Background: an optimization exercise with open tools, aiming at small area and a short achievable clock period. Do not read the settings as production practice. In this exercise RTL edits were held to simulation tests only and were not proved equivalent to the original. No activity file was given, so power comes from the tool's default toggle rates.

[design.v]
module array_top #(parameter ARRAY_SIZE=4, parameter LOG_ARRAY_SIZE=2) (
    input clk,
    input [(ARRAY_SIZE*ARRAY_SIZE*32)-1:0] weights,
    input [(ARRAY_SIZE*8)-1:0] inputs,
    input [3:0] in_width,
    input [3:0] weight_width,
    input s_in,
    input s_weight,
    output reg [(ARRAY_SIZE*(10+LOG_ARRAY_SIZE)*4)-1:0] psum
    );
    localparam COL_WIDTH = 10+LOG_ARRAY_SIZE;
    reg [(ARRAY_SIZE*8)-1:0] in_reg;
    reg [(ARRAY_SIZE*ARRAY_SIZE*32)-1:0] weight_reg;
    reg a8_reg, a4_reg;           
    reg w8_reg, w4_reg;           
    reg s_in_reg, s_weight_reg;
    reg w8_d, w4_d, s_in_d, s_weight_d;
    wire [(ARRAY_SIZE*COL_WIDTH*4)-1:0] tsum;
    systolic_array #(.ARRAY_SIZE(ARRAY_SIZE), .COL_WIDTH(COL_WIDTH)) sa0(
        .clk(clk),
        .inputs(in_reg),
        .weights(weight_reg),
        .a8(a8_reg),
        .a4(a4_reg),
        .w8(w8_reg),
        .w4(w4_reg),
        .s_in(s_in_reg),
        .s_weight(s_weight_reg),
        .tsums(tsum)
    );
    wire [(ARRAY_SIZE*COL_WIDTH*4)-1:0] psum_next;
    genvar c;
    generate
        for (c = 0; c < ARRAY_SIZE; c = c + 1) begin: cols
            column_fuse #(.COL_WIDTH(COL_WIDTH)) cf (
                .t(tsum[c*COL_WIDTH*4 +: COL_WIDTH*4]),
                .w8(w8_d),
                .w4(w4_d),
                .s_in(s_in_d),
                .s_weight(s_weight_d),
                .psum(psum_next[c*COL_WIDTH*4 +: COL_WIDTH*4])
            );
        end
    endgenerate
    always @(posedge clk) begin
        in_reg <= inputs;
        weight_reg <= weights;
        a8_reg <= in_width[3];
        a4_reg <= ~in_width[3] & in_width[2];
        w8_reg <= weight_width[3];
        w4_reg <= ~weight_width[3] & weight_width[2];
        s_in_reg <= s_in;
        s_weight_reg <= s_weight;
        w8_d <= w8_reg;
        w4_d <= w4_reg;
        s_in_d <= s_in_reg;
        s_weight_d <= s_weight_reg;
        psum <= psum_next;
    end
endmodule
module column_fuse #(parameter COL_WIDTH=12) (
    input [(COL_WIDTH*4)-1:0] t,
    input w8,
    input w4,
    input s_in,
    input s_weight,
    output [(COL_WIDTH*4)-1:0] psum
    );
    wire e0 = s_in;
    wire e1 = s_in | (s_weight & ~w8);
    wire e2 = s_in;
    wire e3 = s_in | s_weight;
    wire [COL_WIDTH-1:0] t0 = t[0*COL_WIDTH +: COL_WIDTH];
    wire [COL_WIDTH-1:0] t1 = t[1*COL_WIDTH +: COL_WIDTH];
    wire [COL_WIDTH-1:0] t2 = t[2*COL_WIDTH +: COL_WIDTH];
    wire [COL_WIDTH-1:0] t3 = t[3*COL_WIDTH +: COL_WIDTH];
    wire [15:0] x0 = {{4{e0 & t0[COL_WIDTH-1]}}, t0};
    wire [15:0] x1 = {{4{e1 & t1[COL_WIDTH-1]}}, t1};
    wire [15:0] x2 = {{4{e2 & t2[COL_WIDTH-1]}}, t2};
    wire [15:0] x3 = {{4{e3 & t3[COL_WIDTH-1]}}, t3};
    wire [15:0] l0 = x0 + {x1[13:0], 2'b00};
    wire [15:0] l1 = x2 + {x3[13:0], 2'b00};
    wire [19:0] r  = {{4{l0[15]}}, l0} + {l1, 4'b0000};
    assign psum = w8 ? {{28{r[19]}}, r} :
                  w4 ? {{8{l1[15]}}, l1, {8{l0[15]}}, l0} :
                  t;
endmodule
module systolic_array #(parameter ARRAY_SIZE=4, parameter COL_WIDTH=12)
    (
        input clk,
        input [ARRAY_SIZE*8-1:0] inputs,
        input [ARRAY_SIZE*ARRAY_SIZE*32-1:0] weights,
        input a8,
        input a4,
        input w8,
        input w4,
        input s_in,
        input s_weight,
        output [ARRAY_SIZE*COL_WIDTH*4-1:0] tsums
    );
    localparam [COL_WIDTH-1:0] T_INIT = -(4*1120);
    wire [ARRAY_SIZE*COL_WIDTH*4-1:0] t_fwd [0:ARRAY_SIZE];
    assign t_fwd[0] = {(ARRAY_SIZE*4){T_INIT}};
    assign tsums = t_fwd[ARRAY_SIZE];
    wire [3:0] sgn;
    sign_lookup sl (
        .w8(w8), .w4(w4), .s_weight(s_weight), .digit_signed(sgn)
    );
    genvar i, j;
    generate
        for (i = 0; i < ARRAY_SIZE; i = i + 1) begin: rows
            wire [11*4-1:0] m1_0, m2_0, m3_0;
            wire [7*4-1:0]  m1_1, m2_1, m3_1;
            wire [5*4-1:0]  m1_2, m2_2, m3_2;
            wire [5*4-1:0]  m1_3, m2_3, m3_3;
            row_multiples rm (
                .x(inputs[i*8 +: 8]), .a8(a8), .a4(a4), .s_in(s_in), .sgn(sgn),
                .m1_0(m1_0), .m2_0(m2_0), .m3_0(m3_0),
                .m1_1(m1_1), .m2_1(m2_1), .m3_1(m3_1),
                .m1_2(m1_2), .m2_2(m2_2), .m3_2(m3_2),
                .m1_3(m1_3), .m2_3(m2_3), .m3_3(m3_3)
            );
            for (j = 0; j < ARRAY_SIZE; j = j + 1) begin: columns
                wire [COL_WIDTH*4-1:0] t_out;
                fusion_unit #(.COL_WIDTH(COL_WIDTH)) fu (
                    .weight(weights[(i*ARRAY_SIZE+j)*32 +: 32]),
                    .t_in(t_fwd[i][j*COL_WIDTH*4 +: COL_WIDTH*4]),
                    .m1_0(m1_0), .m2_0(m2_0), .m3_0(m3_0),
                    .m1_1(m1_1), .m2_1(m2_1), .m3_1(m3_1),
                    .m1_2(m1_2), .m2_2(m2_2), .m3_2(m3_2),
                    .m1_3(m1_3), .m2_3(m2_3), .m3_3(m3_3),
                    .t_out(t_out)
                );
                reg [COL_WIDTH*4-1:0] t_reg;
                always @(posedge clk) t_reg <= t_out;
                assign t_fwd[i+1][j*COL_WIDTH*4 +: COL_WIDTH*4] = t_reg;
            end
        end
    endgenerate
endmodule
module fusion_unit #(parameter COL_WIDTH=12) (
    input [31:0] weight,
    input [COL_WIDTH*4-1:0] t_in,
    input [11*4-1:0] m1_0, m2_0, m3_0,
    input [7*4-1:0]  m1_1, m2_1, m3_1,
    input [5*4-1:0]  m1_2, m2_2, m3_2,
    input [5*4-1:0]  m1_3, m2_3, m3_3,
    output [COL_WIDTH*4-1:0] t_out
    );
    genvar q;
    generate
        for (q = 0; q < 4; q = q + 1) begin: digits
            fusion_subunit #(.COL_WIDTH(COL_WIDTH)) fs (
                .d0(weight[0*8 + 2*q +: 2]),
                .d1(weight[1*8 + 2*q +: 2]),
                .d2(weight[2*8 + 2*q +: 2]),
                .d3(weight[3*8 + 2*q +: 2]),
                .m1_0(m1_0[q*11 +: 11]), .m2_0(m2_0[q*11 +: 11]), .m3_0(m3_0[q*11 +: 11]),
                .m1_1(m1_1[q*7 +: 7]),   .m2_1(m2_1[q*7 +: 7]),   .m3_1(m3_1[q*7 +: 7]),
                .m1_2(m1_2[q*5 +: 5]),   .m2_2(m2_2[q*5 +: 5]),   .m3_2(m3_2[q*5 +: 5]),
                .m1_3(m1_3[q*5 +: 5]),   .m2_3(m2_3[q*5 +: 5]),   .m3_3(m3_3[q*5 +: 5]),
                .t_in(t_in[q*COL_WIDTH +: COL_WIDTH]),
                .t_out(t_out[q*COL_WIDTH +: COL_WIDTH])
            );
        end
    endgenerate
endmodule
module fusion_subunit #(parameter COL_WIDTH=12) (
    input [1:0] d0, d1, d2, d3,
    input [10:0] m1_0, m2_0, m3_0,
    input [6:0]  m1_1, m2_1, m3_1,
    input [4:0]  m1_2, m2_2, m3_2,
    input [4:0]  m1_3, m2_3, m3_3,
    input [COL_WIDTH-1:0] t_in,
    output [COL_WIDTH-1:0] t_out
    );
    wire [10:0] p0;
    wire [6:0]  p1;
    wire [4:0]  p2, p3;
    bitbrick #(.W(11)) bb0 (.d(d0), .m1(m1_0), .m2(m2_0), .m3(m3_0), .p(p0));
    bitbrick #(.W(7))  bb1 (.d(d1), .m1(m1_1), .m2(m2_1), .m3(m3_1), .p(p1));
    bitbrick #(.W(5))  bb2 (.d(d2), .m1(m1_2), .m2(m2_2), .m3(m3_2), .p(p2));
    bitbrick #(.W(5))  bb3 (.d(d3), .m1(m1_3), .m2(m2_3), .m3(m3_3), .p(p3));
    assign t_out = t_in + p0 + p1 + p2 + p3;
endmodule
module bitbrick #(parameter W=11) (
    input [1:0] d,
    input [W-1:0] m1,
    input [W-1:0] m2,
    input [W-1:0] m3,
    output [W-1:0] p
    );
    assign p = (d == 2'd0) ? {1'b1, {(W-1){1'b0}}} :
               (d == 2'd1) ? m1 :
               (d == 2'd2) ? m2 : m3;
endmodule
module row_multiples (
    input [7:0] x,
    input a8,
    input a4,
    input s_in,
    input [3:0] sgn,
    output [11*4-1:0] m1_0, m2_0, m3_0,
    output [7*4-1:0]  m1_1, m2_1, m3_1,
    output [5*4-1:0]  m1_2, m2_2, m3_2,
    output [5*4-1:0]  m1_3, m2_3, m3_3
    );
    wire [10:0] f0 = a8 ? {{3{s_in & x[7]}}, x} :
                     a4 ? {{7{s_in & x[3]}}, x[3:0]} :
                          {{9{s_in & x[1]}}, x[1:0]};
    wire [10:0] f1 = a8 ? 11'd0 :
                     a4 ? {{7{s_in & x[7]}}, x[7:4]} :
                          {{9{s_in & x[3]}}, x[3:2]};
    wire [10:0] f2 = (a8 | a4) ? 11'd0 : {{9{s_in & x[5]}}, x[5:4]};
    wire [10:0] f3 = (a8 | a4) ? 11'd0 : {{9{s_in & x[7]}}, x[7:6]};
    multiples #(.W(11)) mu0 (.f(f0), .sgn(sgn), .m1(m1_0), .m2(m2_0), .m3(m3_0));
    multiples #(.W(7))  mu1 (.f(f1), .sgn(sgn), .m1(m1_1), .m2(m2_1), .m3(m3_1));
    multiples #(.W(5))  mu2 (.f(f2), .sgn(sgn), .m1(m1_2), .m2(m2_2), .m3(m3_2));
    multiples #(.W(5))  mu3 (.f(f3), .sgn(sgn), .m1(m1_3), .m2(m2_3), .m3(m3_3));
endmodule
module multiples #(parameter W=11) (
    input [10:0] f,
    input [3:0] sgn,
    output [W*4-1:0] m1,
    output [W*4-1:0] m2,
    output [W*4-1:0] m3
    );
    localparam [W-1:0] TOP = {1'b1, {(W-1){1'b0}}};
    wire [W-1:0] v1  = f[W-1:0];
    wire [W-1:0] v2  = {f[W-2:0], 1'b0};
    wire [W-1:0] v3  = v1 + v2;
    wire [W-1:0] n1  = -v1;
    wire [W-1:0] n2  = -v2;
    genvar q;
    generate
        for (q = 0; q < 4; q = q + 1) begin: digits
            assign m1[q*W +: W] = v1 ^ TOP;
            assign m2[q*W +: W] = (sgn[q] ? n2 : v2) ^ TOP;
            assign m3[q*W +: W] = (sgn[q] ? n1 : v3) ^ TOP;
        end
    endgenerate
endmodule
module sign_lookup (
    input w8,
    input w4,
    input s_weight,
    output [3:0] digit_signed
    );
    assign digit_signed[0] = s_weight & ~w8 & ~w4;
    assign digit_signed[1] = s_weight & ~w8;
    assign digit_signed[2] = s_weight & ~w8 & ~w4;
    assign digit_signed[3] = s_weight;
endmodule
[run.sh]
#!/bin/bash
# synth_recipe.tcl (not shown) runs the flow's synth.tcl, then flattens the netlist and writes it again
# the make line also repeats each setting of config.mk as NAME=value (left out here)
make -C /OpenROAD-flow-scripts/flow DESIGN_CONFIG=/design/flow/config.mk WORK_HOME=/design/flow/orfs CLKGATE_MAP_FILE= SYNTH_SCRIPT=/design/flow/synth_recipe.tcl finish
[config.mk]
export PLATFORM = sky130hd
export DESIGN_NAME = array_top
export DESIGN_NICKNAME = array_top
export VERILOG_FILES = /design/flow/design.v
export SDC_FILE = /design/flow/constraint.sdc
export NUM_CORES = 8
export LEC_CHECK = 0
export CAP_MARGIN = 20
export CORE_MARGIN = 2
export CORE_UTILIZATION = 40
export SETUP_SLACK_MARGIN = 0.2
export SLEW_MARGIN = 20
[constraint.sdc]
create_clock -name core_clock -period 14.0 [get_ports {clk}]
set_input_delay 2.8000 -clock core_clock [delete_from_list [all_inputs] [get_ports {clk}]]
set_output_delay 2.8000 -clock core_clock [all_outputs]
set_load 0.01 [all_outputs]
==> results.txt <==
[metal layers]
| layer | part of all wire (%) | GRT usage, % | routed length [um] |
|---|---|---|---|
| met5 | 0.023 | 0 | 129 |
| met4 | 7.2 | 19.2 | 40600 |
| met3 | 7.0 | 4.02 | 39600 |
| met2 | 45 | 49.4 | 255000 |
| met1 | 41 | 38.3 | 232000 |
[stage by stage]
step | instance area [um2] | cells | total power (uW)
floorplan | 142000 | 17048 | 26500
global placement | 154000 | 21954 | 36200
detailed placement | 154000 | 21954 | 36400
CTS | 161000 | 22285 | 41700
global route | 161000 | 22307 | 45300
finish | 161000 | 22326 | 42100
[cell usage after synthesis (all sizes together), types with 143 or more instances]
| master | number | share of area, % |
|---|---|---|
| a21o | 349 | 1.8 |
| a21oi | 1239 | 4.4 |
| a22o | 149 | 0.92 |
| a22oi | 277 | 1.5 |
| buf | 143 | 0.44 |
| clkbuf | 672 | 1.8 |
| dfxtp | 1514 | 21 |
| fa | 956 | 13 |
| ha | 1906 | 17 |
| inv | 2055 | 5.4 |
| mux2i | 336 | 2.4 |
| nand2 | 1791 | 4.8 |
| nand2b | 185 | 0.81 |
| nor2 | 891 | 2.4 |
| nor2b | 246 | 1.1 |
| o211ai | 175 | 0.92 |
| o21ai | 1588 | 5.6 |
| o21bai | 186 | 0.98 |
| o22ai | 297 | 1.3 |
| xnor2 | 670 | 4.1 |
| xor2 | 269 | 1.7 |
[cell type report]
class / instances / area (um2)
repair buffers: 991 / 9330
fillers: 34857 / 192000
clock inverters: 101 / 1260
multi-input cells: 12638 / 101000
clock buffers: 230 / 4940
well taps: 4730 / 5920
diodes: 41 / 103
inverters: 2081 / 7810
flip-flops and latches: 1514 / 30300
[where the power goes]
part / internal [uW] / total, uW / switching, uW
logic: 11900 / 29400 / 17500
clock network: 2800 / 4970 / 2160
registers: 6280 / 7680 / 1400
[worst max path at each step]
| stage | end | cells after the start | startpoint | slack [ns] |
|---|---|---|---|---|
| 2_1_floorplan | sa0.rows[3].columns[0].t_reg[35]$_DFF_P_ | 29 | a4_reg$_DFF_P_ | 7.61 |
| 3_3_place_gp | sa0.rows[0].columns[3].t_reg[11]$_DFF_P_ | 25 | a8_reg$_DFF_P_ | 5.64 |
| 3_5_place_dp | sa0.rows[0].columns[3].t_reg[11]$_DFF_P_ | 25 | a8_reg$_DFF_P_ | 5.60 |
| 4_1_cts | sa0.rows[0].columns[3].t_reg[11]$_DFF_P_ | 25 | a8_reg$_DFF_P_ | 5.55 |
| 5_1_grt | sa0.rows[0].columns[3].t_reg[11]$_DFF_P_ | 25 | a8_reg$_DFF_P_ | 5.10 |
| 6_report | sa0.rows[2].columns[0].t_reg[23]$_DFF_P_ | 29 | a8_reg$_DFF_P_ | 5.35 |
[logic make-up (layout without fill, tap and decap cells)]
group	count (synthesis)	count (layout)	share of synthesized area (%)
other cells	0	41	0
mux	371	371	2.66
flops	1514	1514	21.3
buf+inv	2896	3403	7.71
fa+ha+maj	2862	2862	30.3
compound gates	4881	4881	21.1
simple gates	3585	3585	11.1
xor+xnor	939	939	5.79
[layout by cell type, fill, tap and decap left out, drive strengths merged, types with 44 or more instances in the layout]
cell type         n
o22ai           297
inv            2082
mux2i           336
ha             1906
nor2            891
o311ai           45
clkinv           71
a31o             45
nor2b           246
o211ai          175
nand3            44
xnor2           670
nor3             88
a211oi           72
a22o            149
clkbuf          230
a21o            349
o21bai          186
fa              956
xor2            269
a21boi          110
nand2b          185
and2            112
nand2          1791
a21oi          1239
a22oi           277
o21a             53
o21ai          1588
a2bb2oi          59
dfxtp          1514
buf             249
clkdlybuf4s50   742
[critical path: cells and delay by family (launching register included)]
kind | cells | cell delay [ns]
mux | 1 | 0.22
simple gates | 8 | 1.91
fa+ha+maj | 5 | 1.91
flops | 1 | 0.31
compound gates | 7 | 1.82
xor+xnor | 1 | 0.24
buf+inv | 7 | 2.03
==> results.ini <==
[detailed_routing]
first_pass_iters = 8
drt-total-wl_um = 567000
drtIter0Drc = 12023
vias_per_cell = 5.48
final_antenna_net_count = 0
num_vias = 122372
wl_per_cell_um = 25.4
route.detailed.drc = 0

[worst_hold_path]
hp-start = sa0.rows[3].columns[2].t_reg[0]$_DFF_P_
holdPathEnd = psum[96]$_DFF_P_
hold_depth = 0
hp-class = flop to flop

[worst_setup_path]
required_ns = 14.75
endpoint_kind = flop
critPathMaxStageDelay_ns = 0.64
worstPathMaxFanout = 43
rr_endpoint = sa0.rows[2].columns[0].t_reg[23]$_DFF_P_
r2r_setup_slack_ns = 5.35
slowest_stage = a21boi_0
crit_arrival_ns = 9.40
regToRegStartpoint = a8_reg$_DFF_P_
cpMostUsedCell = buf_4
r2r_cells = 29
critical_path_class = flop to flop
cp-start-kind = flop

[global_route]
grt_max_degree = 104
overflow = 0
antenna_found_initial = 60
grt_pass1_wl_um = 792000
grt_pass1_vias = 112659
grt_util_all_layers_pct = 30.5

[clock_network]
clock-sinks = 1514
clockBufferDepth = 4
cts_root_buf = clkbuf_16
cts_tree = done
clk_pin_slew_ns = 0.07
clock_latency_ns = 0.95
htreeDepth = 4
cts_hold_buf = 0
post_cts_resized = 0
cts_setup_buffers = 0
cts_inserted_buffers = 181

[logic_synthesis]
synth_seq_cells = 1514
synth_area_um2 = 142000
synth_edf_count = 0
async_flop_share_pct = 0
seq_area_frac_synth_pct = 21.3
synth_flop_cell = dfxtp_1
synth_fp_nets = 20465
synth_area_per_cell_um2 = 8.33
synthCells = 17048
ys_warn_count = 2
ys_types = 97

[flow_run]
max-cap-violations = 0

[placement]
pre_cts_ws_ns = 5.60
hpwl_um = 485000
place_congestion = 1.02
io_buffers = 742

[timing]
slew_viol_final = 0
rsz0062_at_grt = no
timing.final.crit_share_pct = 61.8
setup_tns_ns = 0
fin_ws_ns = 5.35
clock.fmax_ghz = 0.116
timing.final.crit_period_ns = 8.65
hold_viol_final = 0
max_slew_margin_pct = 11.9
fin_skew_ns = 0.0798
worst_pin_slew_ns = 1.31
worst_hold_slack_ns = 0.326
finalSetupViolations = 0

[finish]
fin_nets = 20824
area_delta_synth_final_pct = 13.1
largest_register_ffs = 768
drive_gt1_share_pct = 4.31
final_core_util_pct = 45.5

[pwr]
vdd_drop_max_mv = 0.202
p_leak_uw = 0.0754
power-per-cell-area_nw_per_um2 = 262

[floorplanning]
num_io_pins = 747
die_w_um = 600
initial_core_util_pct = 40.2
die_y_um = 600
die_area_um2 = 360000
num_rows = 218
fp.coreArea_um2 = 353000

[run_status]
outcome = no timing/DRC/antenna violations

afterwards: timing with drivers on the ports:
Ports are ideal in the flow. The routed layout listed here was re-timed in OpenROAD.
Step 1: set_driving_cell puts a clkbuf_16 on clk and a buf_2 on each other input, an assumption about the parent block.
Step 2 times the ports against the registers' clock, not the clock port: input delays grow and output delays shrink by t, the midpoint of the rising clock arrivals with the driver on.
Three values: ideal, step 1, step 2; two values: the first two.
t (ns): 1.018
slack for setup (ns): 5.349 / 5.349 / 5.349
clock arrival spread, ns: 0.087 / 0.087
After both steps this run still meets setup and hold. For this run, drivers alone change the setup slack by 0.000 ns; drivers and shift together by 0.000 ns.
